From an optimization exercise on the open Yosys and OpenROAD flow, aimed at small area; shortcuts taken in it are not production practice.
RTL that was checked went through simulation tests only; none was proved equivalent to the original.
No activity file was given, so power comes from the tool's default toggle rates.

==> inputs of job 4625 <==
Design Cubeware, start of the top module:
module Cubeware (
    output io_uart_tx,
    input io_uart_rx,
    output io_i2cs_i0_sda_o,
    input io_i2cs_i0_sda_i,
    output io_i2cs_i0_scl_o,
    input io_i2cs_i0_scl_i,
    output io_i2cs_i1_sda_o,
    input io_i2cs_i1_sda_i,
    output io_i2cs_i1_scl_o,
    input io_i2cs_i1_scl_i,
    output io_i2cs_i2_sda_o,
    input io_i2cs_i2_sda_i,
    output io_i2cs_i2_scl_o,
    input io_i2cs_i2_scl_i,
    output io_i2cs_i3_sda_o,
    input io_i2cs_i3_sda_i,
    output io_i2cs_i3_scl_o,
    input io_i2cs_i3_scl_i,
    output io_resetns_i0,
    output io_resetns_i1,
    output io_resetns_i2,
    output io_resetns_i3,
    output [7 : 0] io_layer_mask,
    output [8 : 0] io_ram_read_address,
    input [7 : 0] io_ram_read_data,
    output [8 : 0] io_ram_write_address,
    output io_ram_write_write,
    output [7 : 0] io_ram_write_data,
    input io_clock,
    input io_reset
);
==> flow/config.mk <==
export PLATFORM = sky130hd
export DESIGN_NAME = Cubeware
export DESIGN_NICKNAME = Cubeware
export VERILOG_FILES = /design/flow/design.v
export SDC_FILE = /design/flow/constraint.sdc
export NUM_CORES = 4
export LEC_CHECK = 0
export CAP_MARGIN = 20
export CORE_MARGIN = 2
export CORE_UTILIZATION = 70
export CTS_BUF_LIST = sky130_fd_sc_hd__clkbuf_16
export CTS_CLUSTER_DIAMETER = 100
export CTS_CLUSTER_SIZE = 30
export PLACE_DENSITY = 0.8
export SLEW_MARGIN = 20
==> flow/constraint.sdc <==
create_clock -name core_clock -period 10.0 [get_ports {io_clock}]
set_input_delay 2.0000 -clock core_clock [delete_from_list [all_inputs] [get_ports {io_clock}]]
set_output_delay 2.0000 -clock core_clock [all_outputs]
set_load 0.01 [all_outputs]
standard.sh (not shown) runs the stock make flow with config.mk's settings and CLKGATE_MAP_FILE= SYNTH_SCRIPT=/design/flow/synth_recipe.tcl, a recipe that flattens the netlist after the stock synthesis.
==> flow/flow/run.sh <==
#!/bin/bash
# Own flow: the standard layout, unchanged except that the port buffers
# buffer_ports inserts are the smallest buffer (buf_1) instead of the
# clkdlybuf4s50_1 it picks by default. Every port still gets its buffer.
set -euo pipefail
bash standard.sh "BUFFER_PORTS_ARGS=-buffer_cell sky130_fd_sc_hd__buf_1" finish 2>&1 | tee standard_flow.log
==> job 2170: changes against job 4625 <==
--- a/flow/design.v
+++ b/flow/design.v
@@ -33,20 +33,20 @@
     reg [31:0] csr_period;      
     reg [31:0] csr_thresh;      
     reg [31:0] csr_disp;        
     reg [31:0] csr_delay;       
     reg        csr_enable;      
     reg [7:0]  csr_iref;        
     wire       csr_wen;
-    wire [4:0] csr_waddr;       
+    wire [7:0] csr_waddr;
     wire [7:0] csr_wdata;
-    wire [19:0] csr_sel;
+    wire [31:0] csr_sel;
     genvar gi;
     generate
-        for (gi = 0; gi < 20; gi = gi + 1) begin : g_sel
+        for (gi = 0; gi < 32; gi = gi + 1) begin : g_sel
             assign csr_sel[gi] = io_reset || (csr_wen && csr_waddr == gi);
         end
     endgenerate
     always @(posedge io_clock) begin
         if (csr_sel[0])  csr_enable <= io_reset || (|csr_wdata);
         if (csr_sel[1])  csr_iref <= io_reset ? 8'd0 : csr_wdata;
         if (csr_sel[4])  csr_period[7:0]   <= io_reset ? 8'd100 : csr_wdata;
@@ -144,27 +144,27 @@
         if (tx_s0 || (tx_state != 2'd3 && tx_gt)) tx_cnt <= 6'd0;
         if (tx_s0) tx_bit <= 3'd0;
         if (tx_state == 2'd2 && tx_gt && tx_bit != 3'd7) tx_bit <= tx_bit + 3'd1;
     end
     assign io_uart_tx = (tx_state == 2'd2) ? tx_byte[tx_bit] : (tx_state != 2'd1);
     reg [2:0] cmd_state;
     reg [8:0] cmd_idx;
-    reg [4:0] cmd_waddr;
+    reg [7:0] cmd_waddr;
     reg [7:0] cmd_wdata;
     wire cs0 = cmd_state == 3'd0;
     wire cs1 = cmd_state == 3'd1;
     wire cs2 = cmd_state == 3'd2;
     wire cs3 = cmd_state == 3'd3;
     wire cs4 = cmd_state == 3'd4;
     wire cs5 = cmd_state == 3'd5;
     assign rx_dequeue = cs0 || cs1 || cs4;
     assign tx_enqueue = cs5;
     wire csr_user = cs1 && rx_avail && cmd_idx == 9'd2;
     assign csr_wen = cs2 || cs3 || csr_user;
-    assign csr_waddr = csr_user ? cmd_waddr : 5'd0;
+    assign csr_waddr = csr_user ? cmd_waddr : 8'd0;
     assign csr_wdata = csr_user ? cmd_wdata : {7'd0, cs2};
     always @(posedge io_clock) begin
         if (io_reset) begin
             cmd_state <= 3'd0;
         end else begin
             if (cs0 && rx_avail) begin
                 if (rx_data == 8'd119) cmd_state <= 3'd1;
@@ -176,33 +176,33 @@
             if (cs4 && rx_avail && cmd_idx == 9'd511) cmd_state <= 3'd5;
             if (cs5 && tx_ready) cmd_state <= 3'd0;
         end
     end
     always @(posedge io_clock) begin
         if (cs0) cmd_idx <= 9'd0;
         if ((cs1 || cs4) && rx_avail) cmd_idx <= cmd_idx + 9'd1;
-        if (cs1 && rx_avail && cmd_idx == 9'd0) cmd_waddr <= rx_data[4:0] | {5{|rx_data[7:5]}};
+        if (cs1 && rx_avail && cmd_idx == 9'd0) cmd_waddr <= rx_data;
         if (cs1 && rx_avail && cmd_idx == 9'd1) cmd_wdata <= rx_data;
     end
     assign io_ram_write_write = cs4 && rx_avail;
     assign io_ram_write_address = cmd_idx;
     assign io_ram_write_data = rx_data;
     reg [1:0] tlc_state;        
-    reg       tlc_up;           
+    reg [6:0] tlc_rc;
     wire tlc_s0 = tlc_state == 2'd0;
     wire tlc_s1 = tlc_state == 2'd1;
     wire tlc_s3 = tlc_state == 2'd3;
-    wire tlc_hold = tlc_s0 && !tlc_up;
+    wire tlc_gt50 = tlc_rc > 7'd50;
+    wire i2c_reset = tlc_s0 ? !tlc_gt50 : io_reset;
     reg [2:0]  i2c_state;       
     reg [31:0] i2c_cnt;
     reg [4:0]  i2c_dc;
     reg [2:0]  i2c_beat;
     reg [2:0]  i2c_kind;
-    reg [7:0]  pwm_next0, pwm_next1, pwm_next2, pwm_next3;   
-    reg [7:0]  pwm_cur0, pwm_cur1, pwm_cur2, pwm_cur3;       
+    reg [7:0]  i2c_iref;
     wire i2c_pulse = i2c_cnt >= csr_thresh;
     wire i2c_beat_done = i2c_cnt >= csr_period;
     wire i2c_s0 = i2c_state == 3'd0;
     wire i2c_s1 = i2c_state == 3'd1;
     wire i2c_s2 = i2c_state == 3'd2;
     wire i2c_s3 = i2c_state == 3'd3;
     wire i2c_s5 = i2c_state == 3'd5;
@@ -260,30 +260,32 @@
     end
     wire kind_pwm = i2c_kind == K_PWM;
     wire [4:0] last_dc = kind_pwm ? 5'd17 : (i2c_kind[2:1] == 2'b11) ? 5'd5 : 5'd2;
     wire i2c_last = i2c_dc == last_dc;
     always @(posedge io_clock) begin
         if (io_reset) begin
             tlc_state <= 2'd0;
-            tlc_up <= 1'b0;
+            tlc_rc <= 7'd0;
         end else begin
-            if (tlc_hold && i2c_cnt[5:0] == 6'd50) tlc_up <= 1'b1;
-            if (tlc_s0 && tlc_up && i2c_cnt[5:0] == 6'd50) tlc_state <= 2'd1;
+            if (tlc_s0) begin
+                tlc_rc <= tlc_rc + 7'd1;
+                if (tlc_rc > 7'd100) begin
+                    tlc_state <= 2'd1;
+                    tlc_rc <= 7'd0;
+                end
+            end
             if (tlc_s1 && i2c_ready) tlc_state <= 2'd3;
             if (tlc_s3 && rf_s1 && i2c_ready) tlc_state <= 2'd1;
         end
     end
-    wire resetn = !tlc_hold;
+    wire resetn = tlc_s0 ? tlc_gt50 : 1'b1;
     always @(posedge io_clock) begin
-        if (io_reset) begin
+        if (i2c_reset) begin
             i2c_state <= 3'd0;
             i2c_cnt <= 32'd0;
-        end else if (tlc_hold) begin
-            i2c_state <= 3'd0;
-            i2c_cnt <= (i2c_cnt[5:0] == 6'd50) ? 32'd0 : i2c_cnt + 32'd1;
         end else begin
             i2c_cnt <= i2c_cnt + 32'd1;
             case (i2c_state)
                 3'd0: if (accept) begin
                     i2c_state <= 3'd1;
                     i2c_cnt <= 32'd0;
                 end
@@ -308,14 +310,15 @@
         end
     end
     always @(posedge io_clock) begin
         if (accept) begin
             i2c_dc <= 5'd0;
             i2c_beat <= 3'd0;
             i2c_kind <= next_kind;
+            i2c_iref <= csr_iref;
         end
         if (i2c_s2 && i2c_beat_done) i2c_beat <= i2c_beat + 3'd1;
         if (i2c_s3 && i2c_beat_done && !i2c_last) i2c_dc <= i2c_dc + 5'd1;
     end
     reg [7:0] pkt_byte;
     always @(*) begin
         if (i2c_dc == 5'd0)
@@ -329,15 +332,15 @@
                 K_LEDON, K_LEDOF: pkt_byte = 8'h94;
                 default: pkt_byte = 8'h80;
             endcase
         end else begin
             case (i2c_kind)
                 K_SWRST: pkt_byte = 8'h5A;
                 K_MODE:  pkt_byte = 8'h11;
-                K_IREF:  pkt_byte = pwm_cur0;    
+                K_IREF:  pkt_byte = i2c_iref;
                 K_OSC:   pkt_byte = 8'h01;
                 K_LEDON: pkt_byte = 8'hAA;
                 default: pkt_byte = 8'h00;
             endcase
         end
     end
     wire pwm_payload = kind_pwm && (i2c_dc[4:1] != 4'd0);
@@ -355,18 +358,19 @@
         ring2 <= {ring_we[2] ? io_ram_read_data : ring2[7:0], ring2[127:8]};
         ring3 <= {ring_we[3] ? io_ram_read_data : ring3[7:0], ring3[127:8]};
         ring_ph <= (rd_capture && cap_idx == 6'd0) ? 4'd0 : ring_ph + 4'd1;
     end
     wire [3:0] fetch_d = ring_ph - i2c_dc[3:0];
     wire fetch = fetch_d[2:0] == 3'd6;
     wire fetch_slot0 = fetch_d[3];
+    reg [7:0] pwm_next0, pwm_next1, pwm_next2, pwm_next3;
+    reg [7:0] pwm_cur0, pwm_cur1, pwm_cur2, pwm_cur3;
     always @(posedge io_clock) begin
-        if (accept) pwm_next0 <= csr_iref;
-        else if (fetch && kind_pwm) pwm_next0 <= fetch_slot0 ? ring0[7:0] : ring0[71:64];
         if (fetch) begin
+            pwm_next0 <= fetch_slot0 ? ring0[7:0] : ring0[71:64];
             pwm_next1 <= fetch_slot0 ? ring1[7:0] : ring1[71:64];
             pwm_next2 <= fetch_slot0 ? ring2[7:0] : ring2[71:64];
             pwm_next3 <= fetch_slot0 ? ring3[7:0] : ring3[71:64];
         end
         if (i2c_s3 && i2c_beat_done) begin
             pwm_cur0 <= pwm_next0;
             pwm_cur1 <= pwm_next1;
==> flow/run.sh (new file) <==
#!/bin/bash
# synth_recipe.tcl (not shown) runs the flow's synth.tcl, then flattens the netlist and writes it again
# the make line also repeats each setting of config.mk as NAME=value (left out here)
make -C /OpenROAD-flow-scripts/flow DESIGN_CONFIG=/design/flow/config.mk WORK_HOME=/design/flow/orfs CLKGATE_MAP_FILE= SYNTH_SCRIPT=/design/flow/synth_recipe.tcl finish
Settings changed: CTS_BUF_LIST sky130_fd_sc_hd__clkbuf_16 to sky130_fd_sc_hd__clkbuf_8, CTS_CLUSTER_DIAMETER 100 to 60, CTS_CLUSTER_SIZE 30 to 16.
removed: flow/flow/run.sh
removed: flow/standard.sh
==> job 4543: changes against job 4625 <==
--- a/flow/design.v
+++ b/flow/design.v
@@ -33,15 +33,15 @@
     reg [31:0] csr_period;      
     reg [31:0] csr_thresh;      
     reg [31:0] csr_disp;        
     reg [31:0] csr_delay;       
     reg        csr_enable;      
     reg [7:0]  csr_iref;        
     wire       csr_wen;
-    wire [4:0] csr_waddr;       
+    wire [7:0] csr_waddr;
     wire [7:0] csr_wdata;
     wire [19:0] csr_sel;
     genvar gi;
     generate
         for (gi = 0; gi < 20; gi = gi + 1) begin : g_sel
             assign csr_sel[gi] = io_reset || (csr_wen && csr_waddr == gi);
         end
@@ -144,27 +144,27 @@
         if (tx_s0 || (tx_state != 2'd3 && tx_gt)) tx_cnt <= 6'd0;
         if (tx_s0) tx_bit <= 3'd0;
         if (tx_state == 2'd2 && tx_gt && tx_bit != 3'd7) tx_bit <= tx_bit + 3'd1;
     end
     assign io_uart_tx = (tx_state == 2'd2) ? tx_byte[tx_bit] : (tx_state != 2'd1);
     reg [2:0] cmd_state;
     reg [8:0] cmd_idx;
-    reg [4:0] cmd_waddr;
+    reg [7:0] cmd_waddr;
     reg [7:0] cmd_wdata;
     wire cs0 = cmd_state == 3'd0;
     wire cs1 = cmd_state == 3'd1;
     wire cs2 = cmd_state == 3'd2;
     wire cs3 = cmd_state == 3'd3;
     wire cs4 = cmd_state == 3'd4;
     wire cs5 = cmd_state == 3'd5;
     assign rx_dequeue = cs0 || cs1 || cs4;
     assign tx_enqueue = cs5;
     wire csr_user = cs1 && rx_avail && cmd_idx == 9'd2;
     assign csr_wen = cs2 || cs3 || csr_user;
-    assign csr_waddr = csr_user ? cmd_waddr : 5'd0;
+    assign csr_waddr = csr_user ? cmd_waddr : 8'd0;
     assign csr_wdata = csr_user ? cmd_wdata : {7'd0, cs2};
     always @(posedge io_clock) begin
         if (io_reset) begin
             cmd_state <= 3'd0;
         end else begin
             if (cs0 && rx_avail) begin
                 if (rx_data == 8'd119) cmd_state <= 3'd1;
@@ -176,26 +176,27 @@
             if (cs4 && rx_avail && cmd_idx == 9'd511) cmd_state <= 3'd5;
             if (cs5 && tx_ready) cmd_state <= 3'd0;
         end
     end
     always @(posedge io_clock) begin
         if (cs0) cmd_idx <= 9'd0;
         if ((cs1 || cs4) && rx_avail) cmd_idx <= cmd_idx + 9'd1;
-        if (cs1 && rx_avail && cmd_idx == 9'd0) cmd_waddr <= rx_data[4:0] | {5{|rx_data[7:5]}};
+        if (cs1 && rx_avail && cmd_idx == 9'd0) cmd_waddr <= rx_data;
         if (cs1 && rx_avail && cmd_idx == 9'd1) cmd_wdata <= rx_data;
     end
     assign io_ram_write_write = cs4 && rx_avail;
     assign io_ram_write_address = cmd_idx;
     assign io_ram_write_data = rx_data;
     reg [1:0] tlc_state;        
-    reg       tlc_up;           
+    reg [6:0] tlc_rc;
     wire tlc_s0 = tlc_state == 2'd0;
     wire tlc_s1 = tlc_state == 2'd1;
     wire tlc_s3 = tlc_state == 2'd3;
-    wire tlc_hold = tlc_s0 && !tlc_up;
+    wire tlc_gt50 = tlc_rc > 7'd50;
+    wire i2c_reset = tlc_s0 ? !tlc_gt50 : io_reset;
     reg [2:0]  i2c_state;       
     reg [31:0] i2c_cnt;
     reg [4:0]  i2c_dc;
     reg [2:0]  i2c_beat;
     reg [2:0]  i2c_kind;
     reg [7:0]  pwm_next0, pwm_next1, pwm_next2, pwm_next3;   
     reg [7:0]  pwm_cur0, pwm_cur1, pwm_cur2, pwm_cur3;       
@@ -260,30 +261,32 @@
     end
     wire kind_pwm = i2c_kind == K_PWM;
     wire [4:0] last_dc = kind_pwm ? 5'd17 : (i2c_kind[2:1] == 2'b11) ? 5'd5 : 5'd2;
     wire i2c_last = i2c_dc == last_dc;
     always @(posedge io_clock) begin
         if (io_reset) begin
             tlc_state <= 2'd0;
-            tlc_up <= 1'b0;
+            tlc_rc <= 7'd0;
         end else begin
-            if (tlc_hold && i2c_cnt[5:0] == 6'd50) tlc_up <= 1'b1;
-            if (tlc_s0 && tlc_up && i2c_cnt[5:0] == 6'd50) tlc_state <= 2'd1;
+            if (tlc_s0) begin
+                tlc_rc <= tlc_rc + 7'd1;
+                if (tlc_rc > 7'd100) begin
+                    tlc_state <= 2'd1;
+                    tlc_rc <= 7'd0;
+                end
+            end
             if (tlc_s1 && i2c_ready) tlc_state <= 2'd3;
             if (tlc_s3 && rf_s1 && i2c_ready) tlc_state <= 2'd1;
         end
     end
-    wire resetn = !tlc_hold;
+    wire resetn = tlc_s0 ? tlc_gt50 : 1'b1;
     always @(posedge io_clock) begin
-        if (io_reset) begin
+        if (i2c_reset) begin
             i2c_state <= 3'd0;
             i2c_cnt <= 32'd0;
-        end else if (tlc_hold) begin
-            i2c_state <= 3'd0;
-            i2c_cnt <= (i2c_cnt[5:0] == 6'd50) ? 32'd0 : i2c_cnt + 32'd1;
         end else begin
             i2c_cnt <= i2c_cnt + 32'd1;
             case (i2c_state)
                 3'd0: if (accept) begin
                     i2c_state <= 3'd1;
                     i2c_cnt <= 32'd0;
                 end
==> flow/run.sh (new file) <==
#!/bin/bash
# synth_recipe.tcl (not shown) runs the flow's synth.tcl, then flattens the netlist and writes it again
# the make line also repeats each setting of config.mk as NAME=value (left out here)
make -C /OpenROAD-flow-scripts/flow DESIGN_CONFIG=/design/flow/config.mk WORK_HOME=/design/flow/orfs CLKGATE_MAP_FILE= SYNTH_SCRIPT=/design/flow/synth_recipe.tcl finish
Settings changed: CTS_BUF_LIST sky130_fd_sc_hd__clkbuf_16 to sky130_fd_sc_hd__clkbuf_8 sky130_fd_sc_hd__clkbuf_16, CTS_CLUSTER_DIAMETER 100 to 80, CTS_CLUSTER_SIZE 30 to 24.
removed: flow/flow/run.sh
removed: flow/standard.sh
==> comparison <==
Job 2170 ran to the end with no violations. Job 4543 passed the timing, design-rule and antenna checks. Job 4625 finished clean. Against job 4625, the register-to-register slack of job 2170 is worse by 0.06 ns. Core utilization: job 4625 < job 2170 < job 4543. Between job 4625 and job 2170, the lower flip-flop and latch count is in job 4625 (gap 17). Of job 4543 and job 4625, job 4543 has the higher combinational power (gap about 3%, measured against job 4625). Sequential power: job 4625 is lower than job 2170 (about 1%).
==> figures <==
|  | job 4625 | job 2170 | job 4543 |
|---|---|---|---|
| Sequential cell fraction of total power | 64.2% | 64.3% | 61.6% |
| Run status | no timing/DRC/antenna violations | no timing/DRC/antenna violations | no timing/DRC/antenna violations |
| Worst IR Drop VDD | 0.1766 mV | 0.2139 mV | 0.2024 mV |
| Wire length per cell after detailed routing | 19.40 um | 18.11 um | 20.17 um |
| Multi-Input Combinational | 1,215 | 1,195 | 1,242 |
| Crit-path max FO | 12 | 34 | 9 |
| Utilization after layout | 74.48% | 75.91% | 76.58% |
| Reg2Reg Capture Point | rf_state[3] | rf_state[2] | rf_cnt[29] |
| Non-CTS inverters | 116 | 121 | 116 |
| Starting Density | 70.41% | 70.79% | 71.02% |
| Number of cells in the finished layout apart from fillers | 3,001 | 3,056 | 3,054 |
| Number of synthesized flops with an enable pin | 304 | 315 | 307 |
No functional check of the RTL was part of job 4543.

-- port drivers added, routing unchanged --
The results above use ideal ports. As a check the final layouts listed here were re-extracted and re-timed, cells and wires unchanged.
Step 1: set_driving_cell puts a clkbuf_16 on io_clock and a buf_2 on each other input, an assumption about the parent block.
Step 2 moves the port delays by t, midway between the first and last clock arrival at a register: inputs arrive t later, outputs are due t later. That takes back most of the time a late clock gives input paths.
a / b / c = ideal / step 1 / step 2; a / b = the first two.
run | t, ns | setup slack, ns | slew at the worst register clock pin (ns)
job 4625 | 0.647 | 4.328 / 4.272 / 4.919 | 0.12 / 0.12
job 2170 | 0.710 | 3.731 / 3.679 / 4.389 | 0.11 / 0.11
job 4543 | 0.674 | 3.979 / 3.917 / 4.591 | 0.10 / 0.10
After both steps setup and hold are still met in every run listed.
